Source: an optimization exercise on an open RTL-to-GDS flow (aim: small area, a short achievable clock period and few clock cycles per item). Production flows keep margins and buffers that such runs may drop.
Function was not checked in any run shown here: the RTL went through the layout flow alone.

<file path="flow/config.mk">
export PLATFORM = sky130hd
export DESIGN_NAME = arctan
export DESIGN_NICKNAME = arctan
export VERILOG_FILES = /design/flow/design.v
export SDC_FILE = /design/flow/constraint.sdc
export NUM_CORES = 4
export LEC_CHECK = 0
export ABC_AREA = 1
export CAP_MARGIN = 20
export CORE_MARGIN = 2
export CORE_UTILIZATION = 40
export SETUP_SLACK_MARGIN = 2.65
export SLEW_MARGIN = 20
</file>
<file path="flow/constraint.sdc">
create_clock -name core_clock -period 5.0 [get_ports {s00_axis_aclk}]
set_input_delay 1.0000 -clock core_clock [delete_from_list [all_inputs] [get_ports {s00_axis_aclk}]]
set_output_delay 1.0000 -clock core_clock [all_outputs]
set_load 0.01 [all_outputs]
</file>
<file path="flow/design.v">
module arctan #
	(
		parameter integer C_S00_AXIS_TDATA_WIDTH	= 32,
		parameter integer C_M00_AXIS_TDATA_WIDTH	= 32,
    parameter integer ITERATIONS = 16
	)
	(
		input wire  s00_axis_aclk, s00_axis_aresetn,
		input wire  s00_axis_tlast, s00_axis_tvalid,
		input wire [C_S00_AXIS_TDATA_WIDTH-1 : 0] s00_axis_tdata,
		input wire [(C_S00_AXIS_TDATA_WIDTH/8)-1: 0] s00_axis_tstrb,
		output logic  s00_axis_tready,
		input wire  m00_axis_aclk, m00_axis_aresetn,
		input wire  m00_axis_tready,
		output logic  m00_axis_tvalid, m00_axis_tlast,
		output logic [C_M00_AXIS_TDATA_WIDTH-1 : 0] m00_axis_tdata,
		output logic [(C_M00_AXIS_TDATA_WIDTH/8)-1: 0] m00_axis_tstrb
	);
  logic sv;   
  logic ov;   
  wire adv = ~sv;
  assign s00_axis_tready = adv;
  wire signed [15:0] x_in = s00_axis_tdata[15:0];
  wire signed [15:0] y_in = s00_axis_tdata[31:16];
  logic s0_v;
  logic [4:0] s0_side;
  logic signed [15:0] s0_x, s0_y;
  logic [1:0] s0_q;
  logic [0:0] s0_b;
  logic s1_v;
  logic [4:0] s1_side;
  logic signed [15:0] s1_x, s1_y;
  logic [1:0] s1_q;
  logic [1:0] s1_b;
  logic s2_v;
  logic [4:0] s2_side;
  logic signed [15:0] s2_x, s2_y;
  logic [1:0] s2_q;
  logic [2:0] s2_b;
  logic s3_v;
  logic [4:0] s3_side;
  logic signed [15:0] s3_x, s3_y;
  logic [1:0] s3_q;
  logic [3:0] s3_b;
  logic s4_v;
  logic [4:0] s4_side;
  logic signed [15:0] s4_x, s4_y;
  logic [1:0] s4_q;
  logic [4:0] s4_b;
  logic s5_v;
  logic [4:0] s5_side;
  logic signed [15:0] s5_x, s5_y;
  logic [1:0] s5_q;
  logic [5:0] s5_b;
  logic s6_v;
  logic [4:0] s6_side;
  logic signed [15:0] s6_x, s6_y;
  logic [1:0] s6_q;
  logic [6:0] s6_b;
  logic s7_v;
  logic [4:0] s7_side;
  logic signed [15:0] s7_x, s7_y;
  logic [1:0] s7_q;
  logic [7:0] s7_b;
  logic s8_v;
  logic [4:0] s8_side;
  logic signed [15:0] s8_x, s8_y;
  logic [1:0] s8_q;
  logic [8:0] s8_b;
  logic s9_v;
  logic [4:0] s9_side;
  logic signed [15:0] s9_x, s9_y;
  logic [1:0] s9_q;
  logic [9:0] s9_b;
  logic s10_v;
  logic [4:0] s10_side;
  logic signed [15:0] s10_x, s10_y;
  logic [1:0] s10_q;
  logic [10:0] s10_b;
  logic s11_v;
  logic [4:0] s11_side;
  logic signed [15:0] s11_x, s11_y;
  logic [1:0] s11_q;
  logic [11:0] s11_b;
  logic s12_v;
  logic [4:0] s12_side;
  logic signed [15:0] s12_x, s12_y;
  logic [1:0] s12_q;
  logic [12:0] s12_b;
  logic s13_v;
  logic [4:0] s13_side;
  logic signed [15:0] s13_x, s13_y;
  logic [3:0] s13_kpc;
  logic signed [18:0] s13_kk;
  logic [1:0] s13_q;
  logic [13:0] s13_b;
  logic s14_v;
  logic [4:0] s14_side;
  logic signed [18:0] s14_r;
  logic signed [4:0] s14_pc;
  logic [1:0] s14_bl;
  wire c0_neg = x_in[15];
  wire c0_yneg = y_in[15];
  logic signed [15:0] c0_xf, c0_yf;
  assign c0_xf = (x_in ^ {16{c0_neg}}) + 16'(c0_neg);
  assign c0_yf = (y_in ^ {16{c0_neg}}) + 16'(c0_neg);
  wire c0_dn0 = ~c0_yf[15];   
  logic [0:0] c0_b;
  assign c0_b = {c0_dn0};
  always_ff @(posedge s00_axis_aclk) begin
    if (s00_axis_aresetn == 1'b0) s0_v <= 1'b0;
    else if (adv) s0_v <= s00_axis_tvalid;
  end
  always_ff @(posedge s00_axis_aclk) begin
    if (adv) begin
      s0_x <= c0_xf;
      s0_y <= c0_yf;
      s0_q <= {c0_neg, c0_yneg};
      s0_b <= c0_b;
      s0_side <= {s00_axis_tlast, s00_axis_tstrb};
    end
  end
  wire c1_d0 = s0_b[0];   
  logic signed [15:0] c1_x1, c1_y1;
  logic signed [15:0] c1_x1_op;
  assign c1_x1_op = (s0_y >>> 0);
  logic [16:0] c1_x1_s;
  assign c1_x1_s = {s0_x, 1'b1} + {c1_x1_op ^ {16{s0_y[15]}}, s0_y[15]};
  assign c1_x1 = c1_x1_s[16:1];
  logic signed [15:0] c1_y1_op;
  assign c1_y1_op = (s0_x >>> 0);
  logic [16:0] c1_y1_s;
  assign c1_y1_s = {s0_y, 1'b1} + {c1_y1_op ^ {16{c1_d0}}, c1_d0};
  assign c1_y1 = c1_y1_s[16:1];
  wire c1_dn1 = ~c1_y1[15];   
  logic [1:0] c1_b;
  assign c1_b = {c1_dn1, s0_b};
  always_ff @(posedge s00_axis_aclk) begin
    if (s00_axis_aresetn == 1'b0) s1_v <= 1'b0;
    else if (adv) s1_v <= s0_v;
  end
  always_ff @(posedge s00_axis_aclk) begin
    if (adv) begin
      s1_x <= c1_x1;
      s1_y <= c1_y1;
      s1_q <= s0_q;
      s1_b <= c1_b;
      s1_side <= s0_side;
    end
  end
  wire c2_d1 = s1_b[1];   
  logic signed [15:0] c2_x2, c2_y2;
  logic signed [15:0] c2_x2_op;
  assign c2_x2_op = (s1_y >>> 1);
  logic [16:0] c2_x2_s;
  assign c2_x2_s = {s1_x, 1'b1} + {c2_x2_op ^ {16{s1_y[15]}}, s1_y[15]};
  assign c2_x2 = c2_x2_s[16:1];
  logic signed [15:0] c2_y2_op;
  assign c2_y2_op = (s1_x >>> 1);
  logic [16:0] c2_y2_s;
  assign c2_y2_s = {s1_y, 1'b1} + {c2_y2_op ^ {16{c2_d1}}, c2_d1};
  assign c2_y2 = c2_y2_s[16:1];
  wire c2_dn2 = ~c2_y2[15];   
  logic [2:0] c2_b;
  assign c2_b = {c2_dn2, s1_b};
  always_ff @(posedge s00_axis_aclk) begin
    if (s00_axis_aresetn == 1'b0) s2_v <= 1'b0;
    else if (adv) s2_v <= s1_v;
  end
  always_ff @(posedge s00_axis_aclk) begin
    if (adv) begin
      s2_x <= c2_x2;
      s2_y <= c2_y2;
      s2_q <= s1_q;
      s2_b <= c2_b;
      s2_side <= s1_side;
    end
  end
  wire c3_d2 = s2_b[2];   
  logic signed [15:0] c3_x3, c3_y3;
  logic signed [15:0] c3_x3_op;
  assign c3_x3_op = (s2_y >>> 2);
  logic [16:0] c3_x3_s;
  assign c3_x3_s = {s2_x, 1'b1} + {c3_x3_op ^ {16{s2_y[15]}}, s2_y[15]};
  assign c3_x3 = c3_x3_s[16:1];
  logic signed [15:0] c3_y3_op;
  assign c3_y3_op = (s2_x >>> 2);
  logic [16:0] c3_y3_s;
  assign c3_y3_s = {s2_y, 1'b1} + {c3_y3_op ^ {16{c3_d2}}, c3_d2};
  assign c3_y3 = c3_y3_s[16:1];
  wire c3_dn3 = ~c3_y3[15];   
  logic [3:0] c3_b;
  assign c3_b = {c3_dn3, s2_b};
  always_ff @(posedge s00_axis_aclk) begin
    if (s00_axis_aresetn == 1'b0) s3_v <= 1'b0;
    else if (adv) s3_v <= s2_v;
  end
  always_ff @(posedge s00_axis_aclk) begin
    if (adv) begin
      s3_x <= c3_x3;
      s3_y <= c3_y3;
      s3_q <= s2_q;
      s3_b <= c3_b;
      s3_side <= s2_side;
    end
  end
  wire c4_d3 = s3_b[3];   
  logic signed [15:0] c4_x4, c4_y4;
  logic signed [15:0] c4_x4_op;
  assign c4_x4_op = (s3_y >>> 3);
  logic [16:0] c4_x4_s;
  assign c4_x4_s = {s3_x, 1'b1} + {c4_x4_op ^ {16{s3_y[15]}}, s3_y[15]};
  assign c4_x4 = c4_x4_s[16:1];
  logic signed [15:0] c4_y4_op;
  assign c4_y4_op = (s3_x >>> 3);
  logic [16:0] c4_y4_s;
  assign c4_y4_s = {s3_y, 1'b1} + {c4_y4_op ^ {16{c4_d3}}, c4_d3};
  assign c4_y4 = c4_y4_s[16:1];
  wire c4_dn4 = ~c4_y4[15];   
  logic [4:0] c4_b;
  assign c4_b = {c4_dn4, s3_b};
  always_ff @(posedge s00_axis_aclk) begin
    if (s00_axis_aresetn == 1'b0) s4_v <= 1'b0;
    else if (adv) s4_v <= s3_v;
  end
  always_ff @(posedge s00_axis_aclk) begin
    if (adv) begin
      s4_x <= c4_x4;
      s4_y <= c4_y4;
      s4_q <= s3_q;
      s4_b <= c4_b;
      s4_side <= s3_side;
    end
  end
  wire c5_d4 = s4_b[4];   
  logic signed [15:0] c5_x5, c5_y5;
  logic signed [15:0] c5_x5_op;
  assign c5_x5_op = (s4_y >>> 4);
  logic [16:0] c5_x5_s;
  assign c5_x5_s = {s4_x, 1'b1} + {c5_x5_op ^ {16{s4_y[15]}}, s4_y[15]};
  assign c5_x5 = c5_x5_s[16:1];
  logic signed [15:0] c5_y5_op;
  assign c5_y5_op = (s4_x >>> 4);
  logic [16:0] c5_y5_s;
  assign c5_y5_s = {s4_y, 1'b1} + {c5_y5_op ^ {16{c5_d4}}, c5_d4};
  assign c5_y5 = c5_y5_s[16:1];
  wire c5_dn5 = ~c5_y5[15];   
  logic [5:0] c5_b;
  assign c5_b = {c5_dn5, s4_b};
  always_ff @(posedge s00_axis_aclk) begin
    if (s00_axis_aresetn == 1'b0) s5_v <= 1'b0;
    else if (adv) s5_v <= s4_v;
  end
  always_ff @(posedge s00_axis_aclk) begin
    if (adv) begin
      s5_x <= c5_x5;
      s5_y <= c5_y5;
      s5_q <= s4_q;
      s5_b <= c5_b;
      s5_side <= s4_side;
    end
  end
  wire c6_d5 = s5_b[5];   
  logic signed [15:0] c6_x6, c6_y6;
  logic signed [15:0] c6_x6_op;
  assign c6_x6_op = (s5_y >>> 5);
  logic [16:0] c6_x6_s;
  assign c6_x6_s = {s5_x, 1'b1} + {c6_x6_op ^ {16{s5_y[15]}}, s5_y[15]};
  assign c6_x6 = c6_x6_s[16:1];
  logic signed [15:0] c6_y6_op;
  assign c6_y6_op = (s5_x >>> 5);
  logic [16:0] c6_y6_s;
  assign c6_y6_s = {s5_y, 1'b1} + {c6_y6_op ^ {16{c6_d5}}, c6_d5};
  assign c6_y6 = c6_y6_s[16:1];
  wire c6_dn6 = ~c6_y6[15];   
  logic [6:0] c6_b;
  assign c6_b = {c6_dn6, s5_b};
  always_ff @(posedge s00_axis_aclk) begin
    if (s00_axis_aresetn == 1'b0) s6_v <= 1'b0;
    else if (adv) s6_v <= s5_v;
  end
  always_ff @(posedge s00_axis_aclk) begin
    if (adv) begin
      s6_x <= c6_x6;
      s6_y <= c6_y6;
      s6_q <= s5_q;
      s6_b <= c6_b;
      s6_side <= s5_side;
    end
  end
  wire c7_d6 = s6_b[6];   
  logic signed [15:0] c7_x7, c7_y7;
  logic signed [15:0] c7_x7_op;
  assign c7_x7_op = (s6_y >>> 6);
  logic [16:0] c7_x7_s;
  assign c7_x7_s = {s6_x, 1'b1} + {c7_x7_op ^ {16{s6_y[15]}}, s6_y[15]};
  assign c7_x7 = c7_x7_s[16:1];
  logic signed [15:0] c7_y7_op;
  assign c7_y7_op = (s6_x >>> 6);
  logic [16:0] c7_y7_s;
  assign c7_y7_s = {s6_y, 1'b1} + {c7_y7_op ^ {16{c7_d6}}, c7_d6};
  assign c7_y7 = c7_y7_s[16:1];
  wire c7_dn7 = ~c7_y7[15];   
  logic [7:0] c7_b;
  assign c7_b = {c7_dn7, s6_b};
  always_ff @(posedge s00_axis_aclk) begin
    if (s00_axis_aresetn == 1'b0) s7_v <= 1'b0;
    else if (adv) s7_v <= s6_v;
  end
  always_ff @(posedge s00_axis_aclk) begin
    if (adv) begin
      s7_x <= c7_x7;
      s7_y <= c7_y7;
      s7_q <= s6_q;
      s7_b <= c7_b;
      s7_side <= s6_side;
    end
  end
  wire c8_d7 = s7_b[7];   
  logic signed [15:0] c8_x8, c8_y8;
  logic signed [15:0] c8_x8_op;
  assign c8_x8_op = (s7_y >>> 7);
  logic [16:0] c8_x8_s;
  assign c8_x8_s = {s7_x, 1'b1} + {c8_x8_op ^ {16{s7_y[15]}}, s7_y[15]};
  assign c8_x8 = c8_x8_s[16:1];
  logic signed [15:0] c8_y8_op;
  assign c8_y8_op = (s7_x >>> 7);
  logic [16:0] c8_y8_s;
  assign c8_y8_s = {s7_y, 1'b1} + {c8_y8_op ^ {16{c8_d7}}, c8_d7};
  assign c8_y8 = c8_y8_s[16:1];
  wire c8_dn8 = ~c8_y8[15];   
  logic [8:0] c8_b;
  assign c8_b = {c8_dn8, s7_b};
  always_ff @(posedge s00_axis_aclk) begin
    if (s00_axis_aresetn == 1'b0) s8_v <= 1'b0;
    else if (adv) s8_v <= s7_v;
  end
  always_ff @(posedge s00_axis_aclk) begin
    if (adv) begin
      s8_x <= c8_x8;
      s8_y <= c8_y8;
      s8_q <= s7_q;
      s8_b <= c8_b;
      s8_side <= s7_side;
    end
  end
  wire c9_d8 = s8_b[8];   
  logic signed [15:0] c9_x9, c9_y9;
  logic signed [15:0] c9_x9_op;
  assign c9_x9_op = (s8_y >>> 8);
  logic [16:0] c9_x9_s;
  assign c9_x9_s = {s8_x, 1'b1} + {c9_x9_op ^ {16{s8_y[15]}}, s8_y[15]};
  assign c9_x9 = c9_x9_s[16:1];
  logic signed [15:0] c9_y9_op;
  assign c9_y9_op = (s8_x >>> 8);
  logic [16:0] c9_y9_s;
  assign c9_y9_s = {s8_y, 1'b1} + {c9_y9_op ^ {16{c9_d8}}, c9_d8};
  assign c9_y9 = c9_y9_s[16:1];
  wire c9_dn9 = ~c9_y9[15];   
  logic [9:0] c9_b;
  assign c9_b = {c9_dn9, s8_b};
  always_ff @(posedge s00_axis_aclk) begin
    if (s00_axis_aresetn == 1'b0) s9_v <= 1'b0;
    else if (adv) s9_v <= s8_v;
  end
  always_ff @(posedge s00_axis_aclk) begin
    if (adv) begin
      s9_x <= c9_x9;
      s9_y <= c9_y9;
      s9_q <= s8_q;
      s9_b <= c9_b;
      s9_side <= s8_side;
    end
  end
  wire c10_d9 = s9_b[9];   
  logic signed [15:0] c10_x10, c10_y10;
  logic signed [15:0] c10_x10_op;
  assign c10_x10_op = (s9_y >>> 9);
  logic [16:0] c10_x10_s;
  assign c10_x10_s = {s9_x, 1'b1} + {c10_x10_op ^ {16{s9_y[15]}}, s9_y[15]};
  assign c10_x10 = c10_x10_s[16:1];
  logic signed [15:0] c10_y10_op;
  assign c10_y10_op = (s9_x >>> 9);
  logic [16:0] c10_y10_s;
  assign c10_y10_s = {s9_y, 1'b1} + {c10_y10_op ^ {16{c10_d9}}, c10_d9};
  assign c10_y10 = c10_y10_s[16:1];
  wire c10_dn10 = ~c10_y10[15];   
  logic [10:0] c10_b;
  assign c10_b = {c10_dn10, s9_b};
  always_ff @(posedge s00_axis_aclk) begin
    if (s00_axis_aresetn == 1'b0) s10_v <= 1'b0;
    else if (adv) s10_v <= s9_v;
  end
  always_ff @(posedge s00_axis_aclk) begin
    if (adv) begin
      s10_x <= c10_x10;
      s10_y <= c10_y10;
      s10_q <= s9_q;
      s10_b <= c10_b;
      s10_side <= s9_side;
    end
  end
  wire c11_d10 = s10_b[10];   
  logic signed [15:0] c11_x11, c11_y11;
  logic signed [15:0] c11_x11_op;
  assign c11_x11_op = (s10_y >>> 10);
  logic [16:0] c11_x11_s;
  assign c11_x11_s = {s10_x, 1'b1} + {c11_x11_op ^ {16{s10_y[15]}}, s10_y[15]};
  assign c11_x11 = c11_x11_s[16:1];
  logic signed [15:0] c11_y11_op;
  assign c11_y11_op = (s10_x >>> 10);
  logic [16:0] c11_y11_s;
  assign c11_y11_s = {s10_y, 1'b1} + {c11_y11_op ^ {16{c11_d10}}, c11_d10};
  assign c11_y11 = c11_y11_s[16:1];
  wire c11_dn11 = ~c11_y11[15];   
  logic [11:0] c11_b;
  assign c11_b = {c11_dn11, s10_b};
  always_ff @(posedge s00_axis_aclk) begin
    if (s00_axis_aresetn == 1'b0) s11_v <= 1'b0;
    else if (adv) s11_v <= s10_v;
  end
  always_ff @(posedge s00_axis_aclk) begin
    if (adv) begin
      s11_x <= c11_x11;
      s11_y <= c11_y11;
      s11_q <= s10_q;
      s11_b <= c11_b;
      s11_side <= s10_side;
    end
  end
  wire c12_d11 = s11_b[11];   
  logic signed [15:0] c12_x12, c12_y12;
  logic signed [15:0] c12_x12_op;
  assign c12_x12_op = (s11_y >>> 11);
  logic [16:0] c12_x12_s;
  assign c12_x12_s = {s11_x, 1'b1} + {c12_x12_op ^ {16{s11_y[15]}}, s11_y[15]};
  assign c12_x12 = c12_x12_s[16:1];
  logic signed [15:0] c12_y12_op;
  assign c12_y12_op = (s11_x >>> 11);
  logic [16:0] c12_y12_s;
  assign c12_y12_s = {s11_y, 1'b1} + {c12_y12_op ^ {16{c12_d11}}, c12_d11};
  assign c12_y12 = c12_y12_s[16:1];
  wire c12_dn12 = ~c12_y12[15];   
  logic [12:0] c12_b;
  assign c12_b = {c12_dn12, s11_b};
  always_ff @(posedge s00_axis_aclk) begin
    if (s00_axis_aresetn == 1'b0) s12_v <= 1'b0;
    else if (adv) s12_v <= s11_v;
  end
  always_ff @(posedge s00_axis_aclk) begin
    if (adv) begin
      s12_x <= c12_x12;
      s12_y <= c12_y12;
      s12_q <= s11_q;
      s12_b <= c12_b;
      s12_side <= s11_side;
    end
  end
  wire c13_d12 = s12_b[12];   
  logic signed [15:0] c13_x13, c13_y13;
  logic signed [15:0] c13_x13_op;
  assign c13_x13_op = (s12_y >>> 12);
  logic [16:0] c13_x13_s;
  assign c13_x13_s = {s12_x, 1'b1} + {c13_x13_op ^ {16{s12_y[15]}}, s12_y[15]};
  assign c13_x13 = c13_x13_s[16:1];
  logic signed [15:0] c13_y13_op;
  assign c13_y13_op = (s12_x >>> 12);
  logic [16:0] c13_y13_s;
  assign c13_y13_s = {s12_y, 1'b1} + {c13_y13_op ^ {16{c13_d12}}, c13_d12};
  assign c13_y13 = c13_y13_s[16:1];
  logic signed [18:0] c13_k, c13_k0, c13_k1, c13_k2;
  assign c13_k0 = (s12_b[4] ? (s12_b[3] ? (s12_b[2] ? (s12_b[1] ? (s12_b[0] ? 19'sd53037 : 19'sd1567) : (s12_b[0] ? 19'sd22653 : -19'sd28817)) : (s12_b[1] ? (s12_b[0] ? 19'sd36983 : -19'sd14487) : (s12_b[0] ? 19'sd6599 : -19'sd44871))) : (s12_b[2] ? (s12_b[1] ? (s12_b[0] ? 19'sd44889 : -19'sd6581) : (s12_b[0] ? 19'sd14505 : -19'sd36965)) : (s12_b[1] ? (s12_b[0] ? 19'sd28835 : -19'sd22635) : (s12_b[0] ? -19'sd1549 : -19'sd53019)))) : (s12_b[3] ? (s12_b[2] ? (s12_b[1] ? (s12_b[0] ? 19'sd48947 : -19'sd2523) : (s12_b[0] ? 19'sd18563 : -19'sd32907)) : (s12_b[1] ? (s12_b[0] ? 19'sd32893 : -19'sd18577) : (s12_b[0] ? 19'sd2509 : -19'sd48961))) : (s12_b[2] ? (s12_b[1] ? (s12_b[0] ? 19'sd40799 : -19'sd10671) : (s12_b[0] ? 19'sd10415 : -19'sd41055)) : (s12_b[1] ? (s12_b[0] ? 19'sd24745 : -19'sd26725) : (s12_b[0] ? -19'sd5639 : -19'sd57109)))));
  assign c13_k1 = (s12_b[4] ? (s12_b[3] ? (s12_b[2] ? (s12_b[1] ? (s12_b[0] ? 19'sd155980 : 19'sd104510) : (s12_b[0] ? 19'sd125596 : 19'sd74126)) : (s12_b[1] ? (s12_b[0] ? 19'sd139926 : 19'sd88456) : (s12_b[0] ? 19'sd109542 : 19'sd58072))) : (s12_b[2] ? (s12_b[1] ? (s12_b[0] ? 19'sd147832 : 19'sd96362) : (s12_b[0] ? 19'sd117448 : 19'sd65978)) : (s12_b[1] ? (s12_b[0] ? 19'sd131778 : 19'sd80308) : (s12_b[0] ? 19'sd101394 : 19'sd49924)))) : (s12_b[3] ? (s12_b[2] ? (s12_b[1] ? (s12_b[0] ? 19'sd151890 : 19'sd100420) : (s12_b[0] ? 19'sd121506 : 19'sd70036)) : (s12_b[1] ? (s12_b[0] ? 19'sd135836 : 19'sd84366) : (s12_b[0] ? 19'sd105452 : 19'sd53982))) : (s12_b[2] ? (s12_b[1] ? (s12_b[0] ? 19'sd143742 : 19'sd92272) : (s12_b[0] ? 19'sd113358 : 19'sd61888)) : (s12_b[1] ? (s12_b[0] ? 19'sd127688 : 19'sd76218) : (s12_b[0] ? 19'sd97304 : 19'sd45834)))));
  assign c13_k2 = (s12_b[4] ? (s12_b[3] ? (s12_b[2] ? (s12_b[1] ? (s12_b[0] ? -19'sd49906 : -19'sd101376) : (s12_b[0] ? -19'sd80290 : -19'sd131760)) : (s12_b[1] ? (s12_b[0] ? -19'sd65960 : -19'sd117430) : (s12_b[0] ? -19'sd96344 : -19'sd147814))) : (s12_b[2] ? (s12_b[1] ? (s12_b[0] ? -19'sd58054 : -19'sd109524) : (s12_b[0] ? -19'sd88438 : -19'sd139908)) : (s12_b[1] ? (s12_b[0] ? -19'sd74108 : -19'sd125578) : (s12_b[0] ? -19'sd104492 : -19'sd155962)))) : (s12_b[3] ? (s12_b[2] ? (s12_b[1] ? (s12_b[0] ? -19'sd53996 : -19'sd105466) : (s12_b[0] ? -19'sd84380 : -19'sd135850)) : (s12_b[1] ? (s12_b[0] ? -19'sd70050 : -19'sd121520) : (s12_b[0] ? -19'sd100434 : -19'sd151904))) : (s12_b[2] ? (s12_b[1] ? (s12_b[0] ? -19'sd62144 : -19'sd113614) : (s12_b[0] ? -19'sd92528 : -19'sd143998)) : (s12_b[1] ? (s12_b[0] ? -19'sd78198 : -19'sd129668) : (s12_b[0] ? -19'sd108582 : -19'sd160052)))));
  assign c13_k = s12_q[1] ? (s12_q[0] ? c13_k2 : c13_k1) : c13_k0;
  logic [3:0] c13_pc;
  assign c13_pc = (s12_b[12] ? (s12_b[11] ? (s12_b[10] ? (s12_b[9] ? (s12_b[8] ? (s12_b[7] ? (s12_b[6] ? (s12_b[5] ? 4'd8 : 4'd7) : (s12_b[5] ? 4'd7 : 4'd6)) : (s12_b[6] ? (s12_b[5] ? 4'd7 : 4'd6) : (s12_b[5] ? 4'd6 : 4'd5))) : (s12_b[7] ? (s12_b[6] ? (s12_b[5] ? 4'd7 : 4'd6) : (s12_b[5] ? 4'd6 : 4'd5)) : (s12_b[6] ? (s12_b[5] ? 4'd6 : 4'd5) : (s12_b[5] ? 4'd5 : 4'd4)))) : (s12_b[8] ? (s12_b[7] ? (s12_b[6] ? (s12_b[5] ? 4'd7 : 4'd6) : (s12_b[5] ? 4'd6 : 4'd5)) : (s12_b[6] ? (s12_b[5] ? 4'd6 : 4'd5) : (s12_b[5] ? 4'd5 : 4'd4))) : (s12_b[7] ? (s12_b[6] ? (s12_b[5] ? 4'd6 : 4'd5) : (s12_b[5] ? 4'd5 : 4'd4)) : (s12_b[6] ? (s12_b[5] ? 4'd5 : 4'd4) : (s12_b[5] ? 4'd4 : 4'd3))))) : (s12_b[9] ? (s12_b[8] ? (s12_b[7] ? (s12_b[6] ? (s12_b[5] ? 4'd7 : 4'd6) : (s12_b[5] ? 4'd6 : 4'd5)) : (s12_b[6] ? (s12_b[5] ? 4'd6 : 4'd5) : (s12_b[5] ? 4'd5 : 4'd4))) : (s12_b[7] ? (s12_b[6] ? (s12_b[5] ? 4'd6 : 4'd5) : (s12_b[5] ? 4'd5 : 4'd4)) : (s12_b[6] ? (s12_b[5] ? 4'd5 : 4'd4) : (s12_b[5] ? 4'd4 : 4'd3)))) : (s12_b[8] ? (s12_b[7] ? (s12_b[6] ? (s12_b[5] ? 4'd6 : 4'd5) : (s12_b[5] ? 4'd5 : 4'd4)) : (s12_b[6] ? (s12_b[5] ? 4'd5 : 4'd4) : (s12_b[5] ? 4'd4 : 4'd3))) : (s12_b[7] ? (s12_b[6] ? (s12_b[5] ? 4'd5 : 4'd4) : (s12_b[5] ? 4'd4 : 4'd3)) : (s12_b[6] ? (s12_b[5] ? 4'd4 : 4'd3) : (s12_b[5] ? 4'd3 : 4'd2)))))) : (s12_b[10] ? (s12_b[9] ? (s12_b[8] ? (s12_b[7] ? (s12_b[6] ? (s12_b[5] ? 4'd7 : 4'd6) : (s12_b[5] ? 4'd6 : 4'd5)) : (s12_b[6] ? (s12_b[5] ? 4'd6 : 4'd5) : (s12_b[5] ? 4'd5 : 4'd4))) : (s12_b[7] ? (s12_b[6] ? (s12_b[5] ? 4'd6 : 4'd5) : (s12_b[5] ? 4'd5 : 4'd4)) : (s12_b[6] ? (s12_b[5] ? 4'd5 : 4'd4) : (s12_b[5] ? 4'd4 : 4'd3)))) : (s12_b[8] ? (s12_b[7] ? (s12_b[6] ? (s12_b[5] ? 4'd6 : 4'd5) : (s12_b[5] ? 4'd5 : 4'd4)) : (s12_b[6] ? (s12_b[5] ? 4'd5 : 4'd4) : (s12_b[5] ? 4'd4 : 4'd3))) : (s12_b[7] ? (s12_b[6] ? (s12_b[5] ? 4'd5 : 4'd4) : (s12_b[5] ? 4'd4 : 4'd3)) : (s12_b[6] ? (s12_b[5] ? 4'd4 : 4'd3) : (s12_b[5] ? 4'd3 : 4'd2))))) : (s12_b[9] ? (s12_b[8] ? (s12_b[7] ? (s12_b[6] ? (s12_b[5] ? 4'd6 : 4'd5) : (s12_b[5] ? 4'd5 : 4'd4)) : (s12_b[6] ? (s12_b[5] ? 4'd5 : 4'd4) : (s12_b[5] ? 4'd4 : 4'd3))) : (s12_b[7] ? (s12_b[6] ? (s12_b[5] ? 4'd5 : 4'd4) : (s12_b[5] ? 4'd4 : 4'd3)) : (s12_b[6] ? (s12_b[5] ? 4'd4 : 4'd3) : (s12_b[5] ? 4'd3 : 4'd2)))) : (s12_b[8] ? (s12_b[7] ? (s12_b[6] ? (s12_b[5] ? 4'd5 : 4'd4) : (s12_b[5] ? 4'd4 : 4'd3)) : (s12_b[6] ? (s12_b[5] ? 4'd4 : 4'd3) : (s12_b[5] ? 4'd3 : 4'd2))) : (s12_b[7] ? (s12_b[6] ? (s12_b[5] ? 4'd4 : 4'd3) : (s12_b[5] ? 4'd3 : 4'd2)) : (s12_b[6] ? (s12_b[5] ? 4'd3 : 4'd2) : (s12_b[5] ? 4'd2 : 4'd1))))))) : (s12_b[11] ? (s12_b[10] ? (s12_b[9] ? (s12_b[8] ? (s12_b[7] ? (s12_b[6] ? (s12_b[5] ? 4'd7 : 4'd6) : (s12_b[5] ? 4'd6 : 4'd5)) : (s12_b[6] ? (s12_b[5] ? 4'd6 : 4'd5) : (s12_b[5] ? 4'd5 : 4'd4))) : (s12_b[7] ? (s12_b[6] ? (s12_b[5] ? 4'd6 : 4'd5) : (s12_b[5] ? 4'd5 : 4'd4)) : (s12_b[6] ? (s12_b[5] ? 4'd5 : 4'd4) : (s12_b[5] ? 4'd4 : 4'd3)))) : (s12_b[8] ? (s12_b[7] ? (s12_b[6] ? (s12_b[5] ? 4'd6 : 4'd5) : (s12_b[5] ? 4'd5 : 4'd4)) : (s12_b[6] ? (s12_b[5] ? 4'd5 : 4'd4) : (s12_b[5] ? 4'd4 : 4'd3))) : (s12_b[7] ? (s12_b[6] ? (s12_b[5] ? 4'd5 : 4'd4) : (s12_b[5] ? 4'd4 : 4'd3)) : (s12_b[6] ? (s12_b[5] ? 4'd4 : 4'd3) : (s12_b[5] ? 4'd3 : 4'd2))))) : (s12_b[9] ? (s12_b[8] ? (s12_b[7] ? (s12_b[6] ? (s12_b[5] ? 4'd6 : 4'd5) : (s12_b[5] ? 4'd5 : 4'd4)) : (s12_b[6] ? (s12_b[5] ? 4'd5 : 4'd4) : (s12_b[5] ? 4'd4 : 4'd3))) : (s12_b[7] ? (s12_b[6] ? (s12_b[5] ? 4'd5 : 4'd4) : (s12_b[5] ? 4'd4 : 4'd3)) : (s12_b[6] ? (s12_b[5] ? 4'd4 : 4'd3) : (s12_b[5] ? 4'd3 : 4'd2)))) : (s12_b[8] ? (s12_b[7] ? (s12_b[6] ? (s12_b[5] ? 4'd5 : 4'd4) : (s12_b[5] ? 4'd4 : 4'd3)) : (s12_b[6] ? (s12_b[5] ? 4'd4 : 4'd3) : (s12_b[5] ? 4'd3 : 4'd2))) : (s12_b[7] ? (s12_b[6] ? (s12_b[5] ? 4'd4 : 4'd3) : (s12_b[5] ? 4'd3 : 4'd2)) : (s12_b[6] ? (s12_b[5] ? 4'd3 : 4'd2) : (s12_b[5] ? 4'd2 : 4'd1)))))) : (s12_b[10] ? (s12_b[9] ? (s12_b[8] ? (s12_b[7] ? (s12_b[6] ? (s12_b[5] ? 4'd6 : 4'd5) : (s12_b[5] ? 4'd5 : 4'd4)) : (s12_b[6] ? (s12_b[5] ? 4'd5 : 4'd4) : (s12_b[5] ? 4'd4 : 4'd3))) : (s12_b[7] ? (s12_b[6] ? (s12_b[5] ? 4'd5 : 4'd4) : (s12_b[5] ? 4'd4 : 4'd3)) : (s12_b[6] ? (s12_b[5] ? 4'd4 : 4'd3) : (s12_b[5] ? 4'd3 : 4'd2)))) : (s12_b[8] ? (s12_b[7] ? (s12_b[6] ? (s12_b[5] ? 4'd5 : 4'd4) : (s12_b[5] ? 4'd4 : 4'd3)) : (s12_b[6] ? (s12_b[5] ? 4'd4 : 4'd3) : (s12_b[5] ? 4'd3 : 4'd2))) : (s12_b[7] ? (s12_b[6] ? (s12_b[5] ? 4'd4 : 4'd3) : (s12_b[5] ? 4'd3 : 4'd2)) : (s12_b[6] ? (s12_b[5] ? 4'd3 : 4'd2) : (s12_b[5] ? 4'd2 : 4'd1))))) : (s12_b[9] ? (s12_b[8] ? (s12_b[7] ? (s12_b[6] ? (s12_b[5] ? 4'd5 : 4'd4) : (s12_b[5] ? 4'd4 : 4'd3)) : (s12_b[6] ? (s12_b[5] ? 4'd4 : 4'd3) : (s12_b[5] ? 4'd3 : 4'd2))) : (s12_b[7] ? (s12_b[6] ? (s12_b[5] ? 4'd4 : 4'd3) : (s12_b[5] ? 4'd3 : 4'd2)) : (s12_b[6] ? (s12_b[5] ? 4'd3 : 4'd2) : (s12_b[5] ? 4'd2 : 4'd1)))) : (s12_b[8] ? (s12_b[7] ? (s12_b[6] ? (s12_b[5] ? 4'd4 : 4'd3) : (s12_b[5] ? 4'd3 : 4'd2)) : (s12_b[6] ? (s12_b[5] ? 4'd3 : 4'd2) : (s12_b[5] ? 4'd2 : 4'd1))) : (s12_b[7] ? (s12_b[6] ? (s12_b[5] ? 4'd3 : 4'd2) : (s12_b[5] ? 4'd2 : 4'd1)) : (s12_b[6] ? (s12_b[5] ? 4'd2 : 4'd1) : (s12_b[5] ? 4'd1 : 4'd0))))))));
  wire c13_dn13 = ~c13_y13[15];   
  logic [13:0] c13_b;
  assign c13_b = {c13_dn13, s12_b};
  always_ff @(posedge s00_axis_aclk) begin
    if (s00_axis_aresetn == 1'b0) s13_v <= 1'b0;
    else if (adv) s13_v <= s12_v;
  end
  always_ff @(posedge s00_axis_aclk) begin
    if (adv) begin
      s13_x <= c13_x13;
      s13_y <= c13_y13;
      s13_kpc <= c13_pc;
      s13_kk <= c13_k;
      s13_q <= s12_q;
      s13_b <= c13_b;
      s13_side <= s12_side;
    end
  end
  wire c14_d13 = s13_b[13];   
  logic signed [15:0] c14_y14;
  logic signed [15:0] c14_y14_op;
  assign c14_y14_op = (s13_x >>> 13);
  logic [16:0] c14_y14_s;
  assign c14_y14_s = {s13_y, 1'b1} + {c14_y14_op ^ {16{c14_d13}}, c14_d13};
  assign c14_y14 = c14_y14_s[16:1];
  wire c14_d14 = ~c14_y14[15];   
  logic signed [18:0] c14_k;
  assign c14_k = s13_kk;
  logic [18:0] c14_bv;
  assign c14_bv = {1'b0, 1'b0, 1'b0, 1'b0, 1'b0, 1'b0, 1'b0, s13_b[5], s13_b[6], s13_b[7], s13_b[8], s13_b[9], s13_b[10], s13_b[11], s13_b[12], 1'b0, 1'b0, 1'b0, 1'b0};
  logic signed [18:0] c14_r;
  logic [8:0] c14_lo;
  assign c14_lo = {1'b0, c14_k[11:4]} + {1'b0, c14_bv[11:4]};
  logic [6:0] c14_h0, c14_h1;
  assign c14_h0 = c14_k[18:12];
  assign c14_h1 = c14_k[18:12] + 7'd1;
  assign c14_r = {c14_lo[8] ? c14_h1 : c14_h0, c14_lo[7:0], c14_k[3:0]};
  logic [3:0] c14_pc;
  assign c14_pc = s13_kpc;
  logic signed [4:0] c14_t;
  assign c14_t = {3'b000, s13_b[13], s13_b[13]} - {1'b0, c14_pc};
  logic [14:0] c14_b;
  assign c14_b = {c14_d14, s13_b};
  always_ff @(posedge s00_axis_aclk) begin
    if (s00_axis_aresetn == 1'b0) s14_v <= 1'b0;
    else if (adv) s14_v <= s13_v;
  end
  always_ff @(posedge s00_axis_aclk) begin
    if (adv) begin
      s14_r <= c14_r;
      s14_pc <= c14_t;
      s14_bl <= c14_b[14:13];
      s14_side <= s13_side;
    end
  end
  logic signed [18:0] c15_ph;
  logic [18:0] c15_su;
  assign c15_su = {s14_r[18:1], 1'b1} + {18'(s14_pc), s14_bl[1]};
  assign c15_ph = {c15_su[18:1], s14_r[0]};
      logic signed [18:0] o_ph, k_ph;
      logic [4:0] o_side, k_side;
      wire push = adv & s14_v;
      wire load_o = m00_axis_tready | ~ov;
      always_ff @(posedge s00_axis_aclk) begin
        if (s00_axis_aresetn == 1'b0) begin
          ov <= 1'b0;
          sv <= 1'b0;
        end else if (load_o) begin
          ov <= sv | push;
          sv <= 1'b0;
        end else begin
          sv <= sv | push;
        end
      end
      always_ff @(posedge s00_axis_aclk) begin
        if (load_o) begin
          o_ph <= sv ? k_ph : c15_ph;
          o_side <= sv ? k_side : s14_side;
        end
        if (adv) begin
          k_ph <= c15_ph;
          k_side <= s14_side;
        end
      end
      assign m00_axis_tvalid = ov;
  logic o_nsx;
  always_ff @(posedge s00_axis_aclk) begin
    if (load_o) o_nsx <= ~(sv ? k_ph[18] : c15_ph[18]);
  end
  assign m00_axis_tdata = {{(C_M00_AXIS_TDATA_WIDTH-25){~o_nsx}}, {6{o_ph[18]}}, o_ph};
      assign m00_axis_tlast = o_side[4];
      assign m00_axis_tstrb = o_side[3:0];
    endmodule
</file>
<file path="flow/run.sh">
#!/bin/bash
# synth_recipe.tcl (not shown) runs the flow's synth.tcl, then flattens the netlist and writes it again
# the make line also repeats each setting of config.mk as NAME=value (left out here)
make -C /OpenROAD-flow-scripts/flow DESIGN_CONFIG=/design/flow/config.mk WORK_HOME=/design/flow/orfs CLKGATE_MAP_FILE= SYNTH_SCRIPT=/design/flow/synth_recipe.tcl finish
</file>
==> results of run 1 <==
## routing by layer
layer  routed length, um  vias up
met5                   0        -
met3                3832      156
met2               53450      629
li1                    -    18400
met1               49850    16630
met4                2272        0
## cell families (layout without fill, tap and decap cells)
| family | Yosys count | count (layout) |
|---|---|---|
| xor gates and xnor gates | 631 | 633 |
| buffers and inverters | 543 | 962 |
| DFF | 750 | 750 |
| AOI/OAI and AO/OA | 713 | 713 |
| and+or+nand+nor | 2180 | 2180 |
| adders and majority gates | 382 | 382 |
| muxes | 1 | 1 |
## worst register-to-register path: cells and delay by family (launching register included)
kind,cells,cell delay (ns)
fa+ha+maj,1,0.40
compound gates,1,0.15
flops,1,0.42
buf+inv,4,0.48
xor+xnor,1,0.17
simple gates,7,0.51
## metrics by stage
step,worst slack [ns]
2_1_floorplan,1.898
3_3_place_gp,1.827
3_5_place_dp,1.770
4_1_cts,2.266
5_1_grt,2.349
6_report,2.410
## what timing repair did
| item | in CTS | in global routing |
|---|---|---|
| pin swaps | 5 | 177 |
| setup buffers | 97 | 151 |
| gates cloned | 1 | 4 |
| setup endpoints to repair | 427 | 307 |
| resized for setup | 175 | 506 |
## cells in the final DEF (no fill, tap or decap), types with 85 or more instances in the layout
cell type,instances
sky130_fd_sc_hd__a21oi_1,260
sky130_fd_sc_hd__a21oi_2,85
sky130_fd_sc_hd__buf_4,207
sky130_fd_sc_hd__clkbuf_16,90
sky130_fd_sc_hd__edfxtp_1,709
sky130_fd_sc_hd__ha_1,294
sky130_fd_sc_hd__inv_1,449
sky130_fd_sc_hd__nand2_1,1219
sky130_fd_sc_hd__nand2_2,88
sky130_fd_sc_hd__nand3_1,344
sky130_fd_sc_hd__nor2_1,349
sky130_fd_sc_hd__o21ai_0,141
sky130_fd_sc_hd__xnor2_1,105
sky130_fd_sc_hd__xor2_1,490
## sequential cells by signal, indices dropped and copies added, names as in the netlist, 19 cells and up
signal / flops
s14_r: 19
o_ph: 19
k_ph: 19
s13_kk: 19
## cell type report
type | count | area, um2
fill | 10950 | 60500
timing repair buffer | 340 | 3104
tap | 1536 | 1922
clock buffer | 98 | 2240
timing repair inverter | 1 | 16.27
inverter | 462 | 1765
multi-input combinational | 3909 | 25500
clock inverter | 61 | 757.0
sequential | 750 | 22120
## worst paths after layout
kind	start	cells past startpoint	end	slack, ns
setup / recovery	o_nsx$_DFFE_PP_	6	m00_axis_tdata[30]	2.41
hold / removal	s7_q[0]$_DFFE_PN_	0	s8_q[0]$_DFFE_PN_	0.40
setup reg to reg	s2_b[2]$_DFFE_PN_	14	s3_y[15]$_DFFE_PN_	2.64
hold reg to reg	s7_q[0]$_DFFE_PN_	0	s8_q[0]$_DFFE_PN_	0.40
==> notes.md, run 1 <==
- The flow ran to the end and the layout has no timing, DRC or antenna violations.
- The setup clock skew after layout is 0.02878 ns.
- For this run, global-route usage on met1 was measured as a little under a quarter.
- Each instance of the synthesized netlist takes up on average between 9 and 10 um2.
- Yosys attributes the largest share of cell area to sky130_fd_sc_hd__edfxtp_1 (45%), sky130_fd_sc_hd__nand2_1 (10%), sky130_fd_sc_hd__ha_1 (10%), sky130_fd_sc_hd__xor2_1 (9.6%), sky130_fd_sc_hd__nand3_1 (3.9%).
- Of the total synthesized cell area, the portion taken by AND, OR, NAND and NOR gates is 18.74%.
- After detailed routing, the number of vias per cell comes to 5.004.
- The effective utilization at floorplan is 40.32%.
- The final setup violation count is 0.
- The via count of the first global-routing pass came to ~33000.
- The post-synth net total is ~5600.
- After layout, the worst path uses 51.79% of the clock period.
- The clock-pin slew on the worst setup and hold paths is 0.06 ns.
- The congestion estimate from routability-driven global placement came to roughly 0.91.
- Final hold analysis gives a worst-case slack of ~0.40 ns.
- After routing the design area is around 57000 um2.
- The CTS sink count is 750.
- The TritonCTS clock tree is built.
- The critical path goes through inv_2 > buf_6 > buf_6 > buf_6 > buf_6 > buf_6.
- After detailed placement, the total cell area comes to ~50000 um2.
- For this run, asynchronously set or reset flops after synthesis account for 0%.
- The endpoint class of the critical path is an output pin.
- The global routing's busiest layer is met2.
- The number of storage elements in the synthesis netlist is 750.
- The number of pins with negative max-slew slack in the final report is 0.
- The routed wirelength normalized by instance count is 15.29 um.
- The leftover overflow at the end of global routing is 0.
- The fraction of the mapped netlist area in compound gates is 8.374%.
- The core region is 117900 um2.
- The total number of placement rows is between 100 and 150.
- The share of synthesized area in the top cell type comes to around 45%.
- The min-delay analysis places its worst path in the category register to register.
- Summing the areas of all xor and xnor instances in the mapped netlist gives 11.70% of the synthesized area.
- Once placement completed, the tool counted placed cells totaling 6745.
- The most instantiated flip-flop cell in the synthesis netlist is sky130_fd_sc_hd__edfxtp_1.
- The arrival time at the worst endpoint is about 1.6 ns.
- The routed design has roughly 110 mm of wire.
- Cells fill 48.69% of the core in the end.
- Sequential cells were found to cover 46.51% of the synthesized design area.
- The worst slew slack as a fraction of its limit is 43.17%.
- The final layout contains between 5000 and 6000 nets.
- The largest individual stage delay along the critical path comes from the cell sky130_fd_sc_hd__edfxtp_1.
- The count of cell types in the netlist is 54.
- The remaining antenna violation count after routing is 0.
- The buffer and inverter count on the worst path is 6.
- STA classifies the critical path startpoint as a register.
- The number of antenna violations at the first check in global routing was 1.
- Global routing consumed, over all layers together, roughly 17% of the routing resources.
- The H-tree was split into 3 levels.
- sky130_fd_sc_hd__edfxtp_1 takes more of the synthesized area than any other cell.
- Counting stages on the worst path, the most repeated cell is sky130_fd_sc_hd__buf_6.
- The die outline width is roughly 350 um.
- By area, the combinational part of the netlist is dominated by simple AND/OR/NAND/NOR gates.
- Counting I/O delays and the setup requirement, the final critical path takes 2.590 ns.
- The met2 track demand over resource is 29.64%.
- The max-capacitance violation count is 0.
- After synthesis the cells add up to 47540 um2.
- 82 I/O pins were placed.
- The number of buffer cells added on primary ports is between 70 and 80.
- The first-pass GRT wire length is between 150 and 200 mm.
- The kind of critical path is register to output pin.
- The maximum number of pins on one net before global-route repair is 175.
- The share of final-layout standard cells stronger than drive strength 1 is around 15%.
- The finished layout holds 7157 standard cells, fillers aside.
- The slew of the pin with the lowest slew margin is 0.8525 ns.
- The post-synthesis to final-layout area growth is 20.77%.
- Setup repair after global routing could not meet its margin everywhere.
- The count of endpoints failing hold in the final timing report came to 0.
- The hold-fix buffer count after cts is 0.
- TritonCTS created between 80 and 90 clock buffers.
- The final total negative setup slack is 0 ns.
- After Yosys synthesis, full adders, half adders and majority gates account for about a tenth of the synthesized area.
- The die area is roughly 120000 um2.
- On the worst path, the slowest cell contributes a delay of about 0.34 ns.
- For this run, design rule violations remaining after detail routing come to 0.
- 0 antenna diodes ended up in the layout.
- The first routing iteration left about 2300 violations.
- The number of instances in the synthesized netlist is 5200.
- The sum of net half-perimeters after detailed placement is just under 80 mm.
- The final route contains around 36000 vias.
- The largest delay contributor family on the critical path is buffers and inverters.
- The highest clock rate is 386.2 MHz.
- The commonest cells after synthesis are sky130_fd_sc_hd__nand2_1 (1310), sky130_fd_sc_hd__edfxtp_1 (709), sky130_fd_sc_hd__xor2_1 (521), sky130_fd_sc_hd__inv_1 (458), sky130_fd_sc_hd__ha_1 (379).
- The maximum number of buffers from clock root to sink is 3.
- The global routing met3 resource utilization is 2.081%.
- For this run, the detailed router's first-pass iteration total came to 5.
- STA puts the critical path data required time at approximately 4 ns.
- The clock insertion delay at the later pin of the skew report is approximately 0.67 ns.
- The die is between 300 and 400 um tall.
- The number of enable flip-flop cells after synthesis is 709.
- The biggest fanout along the worst timing path is 3.
- For this run, the number of Yosys warnings is 1.
- The most common cell in the netlist is sky130_fd_sc_hd__nand2_1.
- Multiplexer cells account for less than 1% of the synthesized area.
- The root buffer cell is sky130_fd_sc_hd__clkbuf_16.
==> run 2: changes to the inputs <==
--- a/flow/design.v
+++ b/flow/design.v
@@ -536,3 +536,4 @@
   assign c15_ph = {c15_su[18:1], s14_r[0]};
-      logic signed [18:0] o_ph, k_ph;
+      logic signed [18:0] o_ph;
+      logic signed [18:0] k_ph;
       logic [4:0] o_side, k_side;
@@ -553,3 +554,3 @@
         if (load_o) begin
-          o_ph <= sv ? k_ph : c15_ph;
+          o_ph <= sv ? 19'(k_ph) : c15_ph;
           o_side <= sv ? k_side : s14_side;
@@ -562,7 +563,8 @@
       assign m00_axis_tvalid = ov;
-  logic o_nsx;
+  logic [12:0] o_sx;
   always_ff @(posedge s00_axis_aclk) begin
-    if (load_o) o_nsx <= ~(sv ? k_ph[18] : c15_ph[18]);
+    o_sx[0] <= load_o ? (sv ? k_ph[18] : c15_ph[18]) : o_ph[18];
+    for (int i = 1; i < 13; i++) o_sx[i] <= load_o ? (sv ? k_ph[18] : c15_ph[18]) : o_sx[i-1];
   end
-  assign m00_axis_tdata = {{(C_M00_AXIS_TDATA_WIDTH-25){~o_nsx}}, {6{o_ph[18]}}, o_ph};
+  assign m00_axis_tdata = {o_sx, o_ph};
       assign m00_axis_tlast = o_side[4];
==> run 2 against run 1 <==
Flip-flop and latch count grew 12; sequential share of layout area shrank 0.27 points; area after synthesis shrank 2.0%; die area shrank 2.0%; via count shrank 5.0%; wire length shrank 1.8%; count of clock-buffer cells in the layout grew 9; design area grew 1.8%; non-clock buffer count grew 68; final cell count shrank 5.4%.
==> notes.md, run 2 <==
- The required time of the worst setup path is 5.40 ns (was 4.00 ns).
- Cell breakdown of the critical path: buf_12 > buf_6 > xor2_1 > ha_1 > a21oi_2 > o21ai_1 > nor2_1 > o21ai_2 > and2_1 > o21bai_1 > nand2_1 (was inv_2 > buf_6 > buf_6 > buf_6 > buf_6 > buf_6).
- The hold path startpoint is s11_q[0]$_DFFE_PN_ (was s7_q[0]$_DFFE_PN_).
- The hold-fix buffer count after cts is 0 (unchanged).
- The clock insertion delay at the later pin of the skew report came to 0.67 ns (about the same).
- The post-synthesis to final-layout area growth is 25.42% (was 20.77%).
- The detailed-route DRC error count was 0 (unchanged).
- The first-pass GRT wire length is 164.2 mm (was 169.8 mm).
- The final RePlAce weighted congestion came to 0.8962 (was 0.9096).
- The final setup violation count is 0 (unchanged).
- The core box area was 115900 um2 (was 117900 um2).
- Leading cell types by count after synthesis: sky130_fd_sc_hd__nand2_1 (939), sky130_fd_sc_hd__edfxtp_1 (708), sky130_fd_sc_hd__xor2_1 (565), sky130_fd_sc_hd__inv_1 (392), sky130_fd_sc_hd__ha_1 (378) (was sky130_fd_sc_hd__nand2_1 (1310), sky130_fd_sc_hd__edfxtp_1 (709), sky130_fd_sc_hd__xor2_1 (521), sky130_fd_sc_hd__inv_1 (458), sky130_fd_sc_hd__ha_1 (379)).
- The peak per-stage delay on the critical path is 0.41 ns (was 0.34 ns).
- The fraction of the yosys area taken by sequential cells is 47.95% (was 46.51%).
- The total wirelength of the detailed-routed design is 107.4 mm (was 109.4 mm).
- The TritonCTS clock tree was built (unchanged).
- The number of enable flip-flop cells after synthesis is 708 (was 709).
- The most common library cell in the layout ignoring fill and taps is sky130_fd_sc_hd__nand2_1 (unchanged).
- The first-pass detailed-route iteration total was 6 (was 5).
- The number of nets in the layout is 5606 (was 5976).
- The count of cell types in the netlist came to 56 (was 54).
- The y dimension of the die is 345.3 um (was 348.8 um).
- The maximum number of buffers from clock root to sink was 3 (unchanged).
- Commonest cells after routing, fill and taps aside: sky130_fd_sc_hd__nand2_1 (864), sky130_fd_sc_hd__edfxtp_1 (708), sky130_fd_sc_hd__xor2_1 (518) (was sky130_fd_sc_hd__nand2_1 (1219), sky130_fd_sc_hd__edfxtp_1 (709), sky130_fd_sc_hd__xor2_1 (490)).
- The most common cell in the netlist is sky130_fd_sc_hd__nand2_1 (unchanged).
- The number of violations reported at the end of detailed-routing iteration 0 was 2070 (was 2278).
- The post-synthesis cell type with the largest combined area is sky130_fd_sc_hd__edfxtp_1 (unchanged).
- The routed wirelength normalized by instance count is 15.86 um (was 15.29 um).
- The endpoint class of the critical path is a register (was output pin).
- The count of endpoints failing hold in the final timing report is 0 (unchanged).
- The final critical delay including setup and external delays is 2.462 ns (was 2.590 ns).
- The worst hold path endpoint is s12_q[0]$_DFFE_PN_ (was s8_q[0]$_DFFE_PN_).
- The number of pins with negative max-slew slack in the final report is 0 (unchanged).
- The all-layer global routing usage is 16.74% (was 17.10%).
- The vias per cell came to 5.024 (was 5.004).
- Most area-consuming cells after synthesis: sky130_fd_sc_hd__edfxtp_1 (46%), sky130_fd_sc_hd__xor2_1 (11%), sky130_fd_sc_hd__ha_1 (10%), sky130_fd_sc_hd__nand2_1 (7.6%), sky130_fd_sc_hd__a21oi_1 (3.9%) (was sky130_fd_sc_hd__edfxtp_1 (45%), sky130_fd_sc_hd__nand2_1 (10%), sky130_fd_sc_hd__ha_1 (10%), sky130_fd_sc_hd__xor2_1 (9.6%), sky130_fd_sc_hd__nand3_1 (3.9%)).
- The type of the most critical hold path is register to register (unchanged).
- The largest delay contributor family on the critical path was compound AO/OA/AOI/OAI gates (was buffers and inverters).
- The number of antenna violations at the first check in global routing is 0 (was 1).
- The number of storage elements in the synthesis netlist is 762 (was 750).
- The I/O pin total is 82 (unchanged).
- The share of the cycle needed by the critical path after routing is 49.24% (was 51.79%).
- The effective utilization at floorplan came to 40.20% (was 40.32%).
- The remaining antenna violation count after routing is 0 (unchanged).
- The share of final-layout standard cells stronger than drive strength 1 is 20.90% (was 15.14%).
- The leftover overflow at the end of global routing was 0 (unchanged).
- The total number of placement rows came to 125 (was 126).
- The die area is 119200 um2 (was 121600 um2).
- The buffer and inverter count on the worst path came to 2 (was 6).
- The depth of the worst hold-timing path is 0 (unchanged).
- The root buffer cell was sky130_fd_sc_hd__clkbuf_16 (unchanged).
- The kind of critical path is register to register (was register to output pin).
- The number of buffer cells added on primary ports is 79 (unchanged).
- The clock-pin slew on the worst setup and hold paths is 0.06 ns (about the same).
- The area fraction of the dominant cell type after synthesis is 45.63% (was 44.78%).
- The worst reg-to-reg path cell count came to 11 (was 14).
- The startpoint of the worst-slack reg-to-reg timing path was s2_y[15]$_DFFE_PN_ (was s2_b[2]$_DFFE_PN_).
- The biggest fanout along the worst timing path is 4 (was 3).
- The worst slew slack as a fraction of its limit is 29.87% (was 43.17%).
- The minimum hold slack is 0.4002 ns (was 0.4012 ns).
- The final total negative setup slack was 0 ns (unchanged).
- Unrepaired setup endpoints after global routing: yes (unchanged).
- The die outline width is 345.3 um (was 348.8 um).
- The type of origin of the critical path is a register (unchanged).
- The depth of the CTS H-tree is 3 (unchanged).
- The setup clock skew after layout is 0.03469 ns (was 0.02878 ns).
- The number of diodes is 0 (unchanged).
- The arrival time at the worst endpoint was 2.86 ns (was 1.59 ns).
- The synthesized cell area came to 46590 um2 (was 47540 um2).
- The worst setup slack for register-to-register paths is 2.54 ns (was 2.64 ns).
- The synthesized area divided by synthesized cell count came to 9.815 um2 (was 9.143 um2).
- The total of warnings raised by yosys is 1 (unchanged).
- The via count of the first global-routing pass is 31860 (was 33260).
- The number of buffers created by CTS is 89 (was 87).
- The slew of the pin with the lowest slew margin is 1.052 ns (was 0.8525 ns).
- The post-synth net total is 5173 (was 5625).
- The endpoint of the lowest-slack register-to-register path is s3_x[8]$_DFFE_PN_ (was s3_y[15]$_DFFE_PN_).
- The highest clock rate came to 406.2 MHz (was 386.2 MHz).
- The sum of net half-perimeters after detailed placement came to 74.21 mm (was 79.03 mm).
- The share of flip-flops with an asynchronous set or reset is 0% (unchanged).
- The slowest cell on the critical path is sky130_fd_sc_hd__edfxtp_1 (unchanged).
- The number of fillers in the final layout came to 10320 (was 10950).
- The CTS sink count is 762 (was 750).
- Outcome: complete, no violations (unchanged).
- The max-capacitance violation count is 0 (unchanged).
- The maximum number of pins on one net before global-route repair is 177 (was 175).
- The most instantiated flip-flop cell in the synthesis netlist is sky130_fd_sc_hd__edfxtp_1 (unchanged).
- The number of instances in the synthesized netlist came to 4747 (was 5200).
- The vias after detailed routing was 34030 (was 35810).
-- run 2: how the worst max path moves through the flow --
| stage | from | cells after the start | end |
|---|---|---|---|
| 6_report | s2_y[15]$_DFFE_PN_ | 11 | s3_x[8]$_DFFE_PN_ |
| 5_1_grt | s2_y[15]$_DFFE_PN_ | 11 | s3_x[8]$_DFFE_PN_ |
| 2_1_floorplan | sv$_SDFF_PP0_ | 4 | s00_axis_tready |
| 3_3_place_gp | s00_axis_tdata[15] | 7 | s0_x[14]$_DFFE_PN_ |
| 3_5_place_dp | s00_axis_tdata[15] | 7 | s0_x[14]$_DFFE_PN_ |
| 4_1_cts | sv$_SDFF_PP0_ | 3 | s00_axis_tready |
-- run 2: worst register-to-register path: cells and delay by family, from the launching register on --
family / cells / cell delay, ns
flip-flops: 1 / 0.41
AO/OA/AOI/OAI: 4 / 0.52
adder cells (fa/ha/maj): 1 / 0.37
AND/OR/NAND/NOR: 3 / 0.47
buffers and inverters: 2 / 0.28
XOR/XNOR: 1 / 0.16
-- run 2: metal layers --
layer  GRT usage (%)  up-vias  wire, um
met3           2.033      153      3486
met5               0        -         0
met2           29.14      599     53780
met4           4.905        0      2553
met1           21.83    16020     47570
li1                -    17250         -
-- run 2: through the flow --
stage          utilization [%]  instances  instance area, um2  worst slack (ns)
6_report                 50.42       6773               58430             2.538
5_1_grt                  50.42       6773               58430             2.425
4_1_cts                  46.51       6571               53910             2.300
3_5_place_dp             42.48       6287               49230             1.565
3_3_place_gp             42.48       6287               49230             1.590
2_1_floorplan                -       4747               46860             1.670
-- run 2: cells by family (layout without fill, tap and decap cells) --
kind of cell	Yosys count	count (layout)	synth area share, %
AO/OA/AOI/OAI	797	797	9.553
AND/OR/NAND/NOR	1639	1640	14.78
flip-flops	762	762	47.95
adder cells (fa/ha/maj)	383	383	10.37
buffers and inverters	468	966	4.002
XOR/XNOR	698	701	13.35
-- run 2: area by class of cell --
type | count | area [um2] | share of cell area (%)
Clock buffer | 107 | 2337 | 4.000
Clock inverter | 53 | 586.8 | 1.004
Inverter | 396 | 1521 | 2.604
Multi-Input combinational cell | 3521 | 25910 | 44.35
Sequential cell | 762 | 22350 | 38.24
Tap cell | 1524 | 1907 | 3.263
Timing Repair Buffer | 408 | 3799 | 6.501
Timing Repair inverter | 2 | 20.02 | 0.03426
-- run 2: repair_timing --
action                                 4_1_cts  5_1_grt
resized for setup                          263      676
endpoints found under the hold margin        0        0
cloned                                       3        7
buffers inserted                           121      195
pin swaps                                   51      281
setup endpoints to repair                  506      378
==> run 3: changes to the inputs <==
--- a/flow/config.mk
+++ b/flow/config.mk
@@ -11,3 +11,3 @@
 export CORE_UTILIZATION = 40
-export SETUP_SLACK_MARGIN = 2.65
+export SETUP_SLACK_MARGIN = 2.5
 export SLEW_MARGIN = 20
==> run 3 against run 2 <==
First-iteration DRC count is 5.5% lower; design area is 7.6% lower; fmax is 9.0% lower; area after synthesis stayed put; final cell count is 3.0% lower; clock skew is 0.0016 ns higher; setup slack worse by 0.24 ns.
==> notes.md, run 3 <==
- The worst slew slack as a fraction of its limit came to 33.84% (was 29.87%).
- The routed wirelength normalized by instance count is 15.37 um (was 15.86 um).
- The post-synthesis share of cell area spent on xor and xnor gates is 13.35% (unchanged).
- The total area of sequential cells was 22340 um2 (was 22350 um2).
- The clock insertion delay at the later pin of the skew report was 0.67 ns (about the same).
- The type of the most critical hold path is register to register (unchanged).
- The via count of the first global-routing pass came to 31520 (was 31860).
- The number of pins with negative max-slew slack in the final report is 0 (unchanged).
- The CTS sink count is 762 (unchanged).
- The final cell utilization of the core is 46.58% (was 50.42%).
- The number of buffer cells added on primary ports is 79 (unchanged).
- The arrival time at the worst endpoint came to 1.70 ns (was 2.86 ns).
- The share of flip-flops with an asynchronous set or reset is 0% (unchanged).
- The count of cell types in the netlist is 56 (unchanged).
- The vias per cell was 4.962 (was 5.024).
- The worst reg-to-reg path cell count is 4 (was 11).
- The area of combinational cells with multiple inputs is 23230 um2 (was 25910 um2).
- The dominant combinational cell family by area after synthesis is simple AND/OR/NAND/NOR gates (unchanged).
- The total wirelength of the detailed-routed design came to 101.0 mm (was 107.4 mm).
- The post-synthesis cell type with the largest combined area is sky130_fd_sc_hd__edfxtp_1 (unchanged).
- The number of violations reported at the end of detailed-routing iteration 0 is 1956 (was 2070).
- The post-synthesis to final-layout area growth came to 15.87% (was 25.42%).
- The hold-fix buffer count after cts was 0 (unchanged).
- The number of fillers in the final layout is 10830 (was 10320).
- The final total negative setup slack is 0 ns (unchanged).
- The root buffer cell is sky130_fd_sc_hd__clkbuf_16 (unchanged).
- The final RePlAce weighted congestion came to 0.8845 (was 0.8962).
- The post-synth net total is 5173 (unchanged).
- The number of diodes is 0 (unchanged).
- The effective utilization at floorplan is 40.20% (unchanged).
- The number of nets in the layout came to 5406 (was 5606).
- The type of origin of the critical path was a register (unchanged).
- The y dimension of the die came to 345.3 um (unchanged).
- The vias after detailed routing is 32610 (was 34030).
- The remaining antenna violation count after routing is 0 (unchanged).
- The count of endpoints failing hold in the final timing report is 0 (unchanged).
- The most common library cell in the layout ignoring fill and taps is sky130_fd_sc_hd__nand2_1 (unchanged).
- The highest clock rate is 369.8 MHz (was 406.2 MHz).
- The required time of the worst setup path came to 4.00 ns (was 5.40 ns).
- The total number of placement rows is 125 (unchanged).
- Leading cell types by count after synthesis: sky130_fd_sc_hd__nand2_1 (939), sky130_fd_sc_hd__edfxtp_1 (708), sky130_fd_sc_hd__xor2_1 (565), sky130_fd_sc_hd__inv_1 (392), sky130_fd_sc_hd__ha_1 (378) (unchanged).
- The max-capacitance violation count is 0 (unchanged).
- The first-pass detailed-route iteration total is 8 (was 6).
- The synthesized area divided by synthesized cell count is 9.815 um2 (unchanged).
- The most common cell in the netlist is sky130_fd_sc_hd__nand2_1 (unchanged).
- The synthesized cell area came to 46590 um2 (unchanged).
- Most area-consuming cells after synthesis: sky130_fd_sc_hd__edfxtp_1 (46%), sky130_fd_sc_hd__xor2_1 (11%), sky130_fd_sc_hd__ha_1 (10%), sky130_fd_sc_hd__nand2_1 (7.6%), sky130_fd_sc_hd__a21oi_1 (3.9%) (unchanged).
- The die outline width is 345.3 um (unchanged).
- The TritonCTS clock tree is built (unchanged).
- The I/O pin total is 82 (unchanged).
- The leftover overflow at the end of global routing is 0 (unchanged).
- The number of buffers created by CTS came to 88 (was 89).
- The number of storage elements in the synthesis netlist was 762 (unchanged).
- The all-layer global routing usage is 16.48% (was 16.74%).
- The biggest fanout along the worst timing path is 45 (was 4).
- The simple logic cell fraction of the synthesized area is 14.78% (unchanged).
- The total of warnings raised by yosys is 1 (unchanged).
- The depth of the CTS H-tree is 3 (unchanged).
- The number of enable flip-flop cells after synthesis was 708 (unchanged).
- The fraction of the mapped netlist area in compound gates is 9.553% (unchanged).
- Outcome: complete, no violations (unchanged).
- The final critical delay including setup and external delays is 2.705 ns (was 2.462 ns).
- The number of instances in the synthesized netlist is 4747 (unchanged).
- The number of antenna violations at the first check in global routing is 1 (was 0).
- The detailed-route DRC error count is 0 (unchanged).
- The sum of net half-perimeters after detailed placement came to 74.10 mm (was 74.21 mm).
- The share of final-layout standard cells stronger than drive strength 1 is 9.253% (was 20.90%).
- The depth of the worst hold-timing path came to 0 (unchanged).
[run 3: cell types whose count changed in the layout (fill, tap and decap cells not counted), sizes merged, moves of 2 or more]
cell,delta
buf,-198
dlygate4sd2,+27
clkdlybuf4s15,-21
clkinv,-8
clkinvlp,+4
clkbuf,-3
xor2,-2
[run 3: layout make-up]
class	count	area share, %
tap	1524	3.532
clock inverter	50	1.059
sequential	762	41.38
multi-input combinational	3518	43.03
timing repair inverter	1	0.01622
timing repair buffer	213	3.822
inverter	396	2.795
clock buffer	107	4.364
[run 3: worst max-delay path, stage by stage, from the launching register on]
cell                       delay, ns
sky130_fd_sc_hd__dfxtp_1        0.32
sky130_fd_sc_hd__buf_12         0.19
sky130_fd_sc_hd__inv_16         0.20
sky130_fd_sc_hd__clkbuf_2       0.24
[run 3: kinds of logic (layout without fill, tap and decap cells)]
logic type	count (synthesis)	in the layout
fa+ha+maj	383	383
compound gates	797	797
simple gates	1639	1639
buf+inv	468	767
xor+xnor	698	699
flops	762	762
[run 3: final timing paths]
kind	start	endpoint	slack (ns)
min reg2reg	s4_b[2]$_DFFE_PN_	s5_b[2]$_DFFE_PN_	0.41
min	s4_b[2]$_DFFE_PN_	s5_b[2]$_DFFE_PN_	0.41
max reg2reg	sv$_SDFF_PP0_	s3_y[3]$_DFFE_PN_	2.55
max	sv$_SDFF_PP0_	s00_axis_tready	2.30
[run 3: routing by layer]
| metal | GRT usage, % | wire length [um] | part of all wire, % | vias to the layer above |
|---|---|---|---|---|
| li1 | - | - | - | 16880 |
| met1 | 21.33 | 46220 | 46 | 15040 |
| met3 | 2.281 | 3056 | 3.0 | 175 |
| met2 | 28.44 | 48850 | 48 | 517 |
| met4 | 5.281 | 2891 | 2.9 | 0 |
| met5 | 0 | 0 | 0 | - |
[run 3: per-stage QoR]
| step | area [um2] | setup WS, ns | instances | hold slack [ns] |
|---|---|---|---|---|
| global placement | 49090 | 1.708 | 6288 | 0.4001 |
| CTS | 52880 | 2.022 | 6520 | 0.4034 |
| finish | 53990 | 2.296 | 6571 | 0.4109 |
| detailed placement | 49090 | 1.652 | 6288 | 0.4045 |
| global route | 53990 | 2.218 | 6571 | 0.4155 |
| floorplan | 46700 | 1.670 | 4747 | 0.4003 |
[run 3: timing repair]
| action | 4_1_cts | 5_1_grt |
|---|---|---|
| setup endpoints to repair | 519 | 414 |
| cloned | 1 | 2 |
| gates resized for setup | 75 | 200 |
| setup buffers | 74 | 49 |
| pin swaps | 2 | 41 |

-- re-timing with driven ports --
Ports are ideal in the flow. The routed layouts listed here were re-timed in OpenROAD.
Step 1, drivers: a clkbuf_16 drives s00_axis_aclk and a buf_2 each remaining input, both assumed.
Step 2 times the ports against the registers' clock, not the clock port: input delays grow and output delays shrink by t, the midpoint of the rising clock arrivals with the driver on.
Three values: no drivers, after step 1, after step 2; two values: the first two.
| run | shift t [ns] | slack for setup (ns) | latest minus earliest clock arrival (ns) | worst data-port slew with drivers (ns) | cell pins on the clock port's net |
|---|---|---|---|---|---|
| run 1 | 0.738 | 2.410 / 2.331 / 2.056 | 0.029 / 0.030 | 0.05 | 1 |
| run 2 | 0.732 | 2.538 / 2.477 / 2.063 | 0.042 / 0.042 | 0.05 | 1 |
| run 3 | 0.722 | 2.296 / 2.229 / 2.034 | 0.038 / 0.039 | 0.05 | 1 |
After both steps every run listed still meets setup and hold. The setup slack of run 2, which loses most, moves by -0.061 ns with the drivers and by -0.475 ns with both steps.
